This is an optimization exercise on Yosys and OpenROAD, whose aim is small area and a short achievable clock period, not a production implementation.
Where RTL was checked, it was by simulation tests only, not by an equivalence proof against the original.

Design dct_core, start of the top module:
module dct_core (
    input                clk,
    input                rst_n,
    input                start,
    input signed [255:0] a1,
    output               done,
    output       [255:0] final_output
);
Settings: LEC_CHECK=0, ABC_AREA=1, CAP_MARGIN=20, CORE_MARGIN=2, CORE_UTILIZATION=60, CTS_CLUSTER_DIAMETER=70, CTS_CLUSTER_SIZE=30, PLACE_DENSITY=0.72, SLEW_MARGIN=40; clock period 10.0 ns.
standard.sh (not shown) runs the stock make flow with config.mk's settings and CLKGATE_MAP_FILE= SYNTH_SCRIPT=/design/flow/synth_recipe.tcl, a recipe that flattens the netlist after the stock synthesis.
==> flow/flow/run.sh <==
#!/bin/bash
set -e
bash standard.sh BUFFER_PORTS_ARGS="-buffer_cell sky130_fd_sc_hd__buf_4" \
    SETUP_SLACK_MARGIN=0 synth floorplan > flow_floorplan.log 2>&1
bash standard.sh BUFFER_PORTS_ARGS="-buffer_cell sky130_fd_sc_hd__buf_4" \
    SETUP_SLACK_MARGIN=6.6 finish > flow.log 2>&1
Edit:
==> flow/flow/run.sh (replaced) <==
#!/bin/bash
set -e
bash standard.sh BUFFER_PORTS_ARGS="-buffer_cell sky130_fd_sc_hd__buf_4" \
    SETUP_SLACK_MARGIN=6.6 finish > flow.log 2>&1
--- a/flow/config.mk
+++ b/flow/config.mk
@@ -13,3 +13,3 @@
 export CTS_CLUSTER_SIZE = 30
 export PLACE_DENSITY = 0.72
-export SLEW_MARGIN = 40
+export SLEW_MARGIN = 30
Outcome: The new run completed with no timing, DRC or antenna violations. Final cell count barely changes. Setup slack is better by 0.0035 ns. Die area stays the same. Utilization is about the same.
No run of this note included a check of the RTL's function; only the layout flow was run.


dct_core, a different RTL version from the one above (not shown whole).
For scale: ~38000 cells after synthesis, roughly 6700 flip-flops, roughly 520 I/O pins.
export LEC_CHECK = 0
export CAP_MARGIN = 20
export CORE_MARGIN = 2
export CORE_UTILIZATION = 40
export SLEW_MARGIN = 40
create_clock -name core_clock -period 10.0 [get_ports {clk}]
==> flow/flow/run.sh <==
#!/bin/bash
# Standard ORFS flow (the standard.sh, standard synthesis) with two
# changes to how the layout is made: the ports are buffered with buf_4
# instead of the default pick, the core is 60% utilised, and timing repair aims at a 3.3 ns period
# (setup margin 6.7 ns against the 10 ns clock). Constraints are unchanged.
set -e
bash standard.sh BUFFER_PORTS_ARGS="-buffer_cell sky130_fd_sc_hd__buf_4" \
    SETUP_SLACK_MARGIN=6.7 CORE_UTILIZATION=60 PLACE_DENSITY=0.72 finish > flow.log 2>&1
Edit:
==> flow/flow/run.sh (replaced) <==
#!/bin/bash
# Standard ORFS flow (the standard.sh, standard synthesis) with two
# changes to how the layout is made: the ports are buffered with buf_4
# instead of the default pick, and timing repair aims at a 3.7 ns period
# (setup margin 6.3 ns against the 10 ns clock). Constraints are unchanged.
set -e
bash standard.sh BUFFER_PORTS_ARGS="-buffer_cell sky130_fd_sc_hd__buf_4" \
    SETUP_SLACK_MARGIN=6.3 finish > flow.log 2>&1
- The changed run produced a clean layout
- cell count increases by 6.4%
- global-route usage goes down by 11 points
- hold slack is worse by 0.016 ns
- wire length went down by 2.9%


Another version of the RTL of dct_core (not shown whole).
For scale: ~520 I/O pins.
clock: 10.0 ns
lec_check: 0
abc_area: 1
cap_margin: 20
core_margin: 2
core_utilization: 65
cts_cluster_diameter: 70
cts_cluster_size: 30
place_density: 0.75
slew_margin: 40
==> flow/flow/run.sh <==
#!/bin/bash
set -e
bash standard.sh BUFFER_PORTS_ARGS="-buffer_cell sky130_fd_sc_hd__buf_4" \
    SETUP_SLACK_MARGIN=6.6 finish > flow.log 2>&1
The first run ran to the end with no violations.
==> next run, changes <==
==> flow/flow/run.sh (replaced) <==
#!/bin/bash
set -e
bash standard.sh BUFFER_PORTS_ARGS="-buffer_cell sky130_fd_sc_hd__buf_4" \
    SETUP_SLACK_MARGIN=6.5 finish > flow.log 2>&1
Settings changed: CORE_UTILIZATION 65 to 60, PLACE_DENSITY 0.75 to 0.72.
Effect: Synthesized area does not change; worst setup slack improved by 0.24 ns; clock skew is higher by 0.036 ns; non-clock buffer count is lower by 97; via count is lower by 2.6%; critical path depth is lower by 8; synthesized cell count is unchanged.
No run of this note included a check of the RTL's function; only the layout flow was run.


dct_core, a different RTL version from the one above (not shown whole).
For scale: roughly 5,200 flip-flops, about 520 I/O pins, ~290,000 sq um of cells after synthesis.
export LEC_CHECK = 0
export ABC_AREA = 1
export CAP_MARGIN = 20
export CORE_MARGIN = 2
export CORE_UTILIZATION = 60
export CTS_CLUSTER_DIAMETER = 70
export CTS_CLUSTER_SIZE = 30
export PLACE_DENSITY = 0.72
export SLEW_MARGIN = 40
create_clock -name core_clock -period 10.0 [get_ports {clk}]
==> flow/flow/run.sh <==
#!/bin/bash
set -e
bash standard.sh BUFFER_PORTS_ARGS="-buffer_cell sky130_fd_sc_hd__buf_4" \
    SETUP_SLACK_MARGIN=6.4 finish > flow.log 2>&1
Change:
==> flow/flow/run.sh (replaced) <==
#!/bin/bash
set -e
bash standard.sh BUFFER_PORTS_ARGS="-buffer_cell sky130_fd_sc_hd__buf_4" \
    SETUP_SLACK_MARGIN=6.6 finish > flow.log 2>&1
Effect: Wire length rose by 0.32%. Clock skew shrinks by 0.0072 ns. Global-route usage falls by 0.24 points.
Change:
==> flow/flow/run.sh (replaced) <==
#!/bin/bash
set -e
bash standard.sh BUFFER_PORTS_ARGS="-buffer_cell sky130_fd_sc_hd__buf_4" \
    SETUP_SLACK_MARGIN=6.5 finish > flow.log 2>&1
Result: Global-route usage rose by 0.47 points; synthesized cell count does not change; utilization is lower by 0.53 points; non-clock buffer count came out lower by 82; count of clock-buffer cells in the layout goes up by 8.
Function was not checked in any run of this note: the RTL went through the layout flow alone.


oak:
Another version of the RTL of dct_core (not shown whole).
Size: about 5,000 flip-flops.
clock: 10.0 ns
lec_check: 0
abc_area: 1
cap_margin: 20
core_margin: 2
core_utilization: 55
cts_cluster_diameter: 70
cts_cluster_size: 30
place_density: 0.68
slew_margin: 40
==> flow/flow/run.sh <==
#!/bin/bash
set -e
bash standard.sh BUFFER_PORTS_ARGS="-buffer_cell sky130_fd_sc_hd__buf_4" \
    SETUP_SLACK_MARGIN=0 synth floorplan > flow_floorplan.log 2>&1
bash standard.sh BUFFER_PORTS_ARGS="-buffer_cell sky130_fd_sc_hd__buf_4" \
    SETUP_SLACK_MARGIN=6.6 finish > flow.log 2>&1
The inputs of pine differ from those of oak as listed below.
Settings: swapping 0.68 for 0.72 in PLACE_DENSITY; swapping 55 for 60 in CORE_UTILIZATION.
[summary]
- Against oak, the final cell area of pine is lower.
- The global routing met1 resource utilization reported for pine is greater than that of oak by 1.7 points.
- Area added between synthesis and finish (pine over oak): decrease, 0.46 points
- Taking oak as 1.0, pine lands at 0.867 on fill cell total of the finished layout.
- Cmp oak and pine / post-route clock period utilization / lower: oak
- The sequential portion of the cell area was comparable across oak and pine.
- Of pine and oak, it is pine that has the higher via-per-instance ratio.
Input-level comparison between birch and pine:
Settings: ABC_AREA: 1 -> 0.
==> comparison <==
dfxtp_4 as the cell with the biggest individual delay on the critical path was reported by pine, and dfxtp_1 by birch.
Standard cell core area, birch and pine, lower one = pine.
Looking at last element of the critical path, the u_y17.c1.g_regs.s[0].r[4]$_DFF_P_ result is from birch; the final_output[176] one comes from pine.
Of birch and pine, the run reporting the lower maximum frequency was birch.
In the metrics for birch and pine, the one carrying the higher utilization is birch.
[compare] base=pine new=birch: storage element area rose by about 1.1%, wire length climbed 110 mm, setup slack decreased 0.45 ns.


job 104:
dct_core with an RTL version that a note above also has.
For scale: ~47000 cells after synthesis, roughly 6700 flip-flops, roughly 0.36 mm² of cells after synthesis.
export LEC_CHECK = 0
export ABC_AREA = 1
export CAP_MARGIN = 20
export CORE_MARGIN = 2
export CORE_UTILIZATION = 60
export CTS_CLUSTER_DIAMETER = 70
export CTS_CLUSTER_SIZE = 30
export PLACE_DENSITY = 0.72
export SLEW_MARGIN = 40
create_clock -name core_clock -period 10.0 [get_ports {clk}]
==> flow/flow/run.sh <==
#!/bin/bash
set -e
bash standard.sh BUFFER_PORTS_ARGS="-buffer_cell sky130_fd_sc_hd__buf_4" \
    SETUP_SLACK_MARGIN=6.4 finish > flow.log 2>&1
## Diff of input files: job 102 against job 104
Settings: a deleted CTS_CLUSTER_DIAMETER that had been 70; a change of CORE_UTILIZATION from 60 to 40; a deleted PLACE_DENSITY that had been 0.72; a deleted ABC_AREA that had been 1; a deleted CTS_CLUSTER_SIZE that had been 30.
--- a/flow/flow/run.sh
+++ b/flow/flow/run.sh
@@ -1,0 +2,4 @@
+# Standard ORFS flow (the standard.sh, standard synthesis) with two
+# changes to how the layout is made: the ports are buffered with buf_4
+# instead of the default pick, the core is 60% utilised, and timing repair aims at a 3.7 ns period
+# (setup margin 6.3 ns against the 10 ns clock). Constraints are unchanged.
@@ -4 +8 @@
-    SETUP_SLACK_MARGIN=6.4 finish > flow.log 2>&1
+    SETUP_SLACK_MARGIN=6.3 CORE_UTILIZATION=60 PLACE_DENSITY=0.72 finish > flow.log 2>&1
Notes after the runs:
Looking only at area growth from synthesis to layout, and setting everything else aside, the higher value of job 102 and job 104 goes to job 102. Run comparison: job 104 startpoint of the most critical setup path u_y53.c4.g_regs.s[0].r[49]$_SDFF_PP0_; job 102 startpoint of the most critical setup path a1[87]. For final cell count without fillers, dividing the value from job 104 by the value from job 102 gives 1.19. The commonest non-fill, non-tap cell in the layout comes out nand2_1 in one run and dfxtp_1 in the other, namely in job 104 and job 102 respectively. met1 track demand over resource for job 102: 1.3 points down relative to job 104. Job 104 → job 102: count of antenna diodes in the layout went down; met2 capacity usage during global routing went down.


dct_core, a different RTL version from the one above (not shown whole).
Size in the first run: ~41000 cells after synthesis, about 300000 sq um of cells after synthesis.
export LEC_CHECK = 0
export ABC_AREA = 1
export CAP_MARGIN = 20
export CORE_MARGIN = 2
export CORE_UTILIZATION = 60
export CTS_CLUSTER_DIAMETER = 70
export CTS_CLUSTER_SIZE = 30
export PLACE_DENSITY = 0.72
export SLEW_MARGIN = 40
create_clock -name core_clock -period 10.0 [get_ports {clk}]
==> flow/flow/run.sh <==
#!/bin/bash
set -e
bash standard.sh BUFFER_PORTS_ARGS="-buffer_cell sky130_fd_sc_hd__buf_4" \
    SETUP_SLACK_MARGIN=6.5 finish > flow.log 2>&1
The starting point finished clean.
Then changed:
==> flow/flow/run.sh (replaced) <==
#!/bin/bash
set -e
bash standard.sh BUFFER_PORTS_ARGS="-buffer_cell sky130_fd_sc_hd__buf_4" \
    SETUP_SLACK_MARGIN=6.4 finish > flow.log 2>&1
The changed run passed the timing, DRC and antenna checks.
Count of clock-buffer cells in the layout went down by 7.
Via count went down slightly.
Cell area went down slightly.
Non-clock buffer count went down by 55.
Sequential share of layout area went up by 0.25 points.
Fmax went down slightly.

==> port drivers added, routing unchanged <==
The results above use ideal ports. As a check the final layouts listed here were re-extracted and re-timed, cells and wires unchanged. Step 1 sets driving cells, clkbuf_16 on the clock port and buf_2 on the other inputs (assumed; they add their load-dependent delay and slew). Step 2, shift: input delay + t, output delay - t, t = (earliest + latest rising clock arrival at the registers) / 2. This alone moves slack from input paths to output paths. a / b / c = ideal / step 1 / step 2; a / b = the first two.
run	t, ns	slack for setup (ns)	worst hold slack (ns)	worst register clock-pin slew, ns	worst data-port slew with drivers (ns)
the first run of note 1	1.161	6.456 / 6.325 / 5.655	0.281 / 0.281 / 0.281	0.11 / 0.11	0.07
the second run of note 1	1.155	6.459 / 6.327 / 5.727	0.283 / 0.283 / 0.283	0.11 / 0.11	0.05
the first run of note 2	1.263	6.165 / 6.198 / 5.017	0.266 / 0.266 / 0.266	0.08 / 0.08	0.09
the second run of note 2	1.292	6.292 / 6.146 / 5.121	0.250 / 0.250 / 0.250	0.07 / 0.07	0.11
the first run of note 3	1.188	6.209 / 6.209 / 5.573	0.299 / 0.299 / 0.299	0.12 / 0.12	0.08
the second run of note 3	1.177	6.450 / 6.313 / 5.553	0.284 / 0.284 / 0.284	0.11 / 0.11	0.10
the first run of note 4	1.161	6.404 / 6.254 / 5.421	0.295 / 0.295 / 0.295	0.11 / 0.11	0.10
the second run of note 4	1.183	6.383 / 6.241 / 5.606	0.285 / 0.285 / 0.285	0.11 / 0.11	0.09
the third run of note 4	1.179	6.388 / 6.241 / 5.624	0.303 / 0.303 / 0.303	0.11 / 0.11	0.08
oak	1.127	6.510 / 6.377 / 5.606	0.294 / 0.294 / 0.294	0.11 / 0.11	0.05
pine	1.120	6.467 / 6.339 / 5.626	0.291 / 0.291 / 0.291	0.11 / 0.11	0.08
birch	1.143	6.015 / 6.015 / 5.226	0.291 / 0.291 / 0.291	0.11 / 0.11	0.11
job 104	1.224	6.402 / 6.241 / 5.468	0.305 / 0.305 / 0.305	0.11 / 0.11	0.12
job 102	1.287	6.277 / 6.180 / 5.030	0.246 / 0.246 / 0.246	0.08 / 0.08	0.08
the first run of note 7	1.172	6.465 / 6.322 / 5.639	0.287 / 0.287 / 0.287	0.11 / 0.11	0.08
the second run of note 7	1.166	6.415 / 6.328 / 5.512	0.302 / 0.302 / 0.302	0.11 / 0.11	0.07
After both steps every run listed still meets setup and hold. For job 102, which loses most, drivers alone change the setup slack by -0.097 ns; drivers and shift together by -1.247 ns.
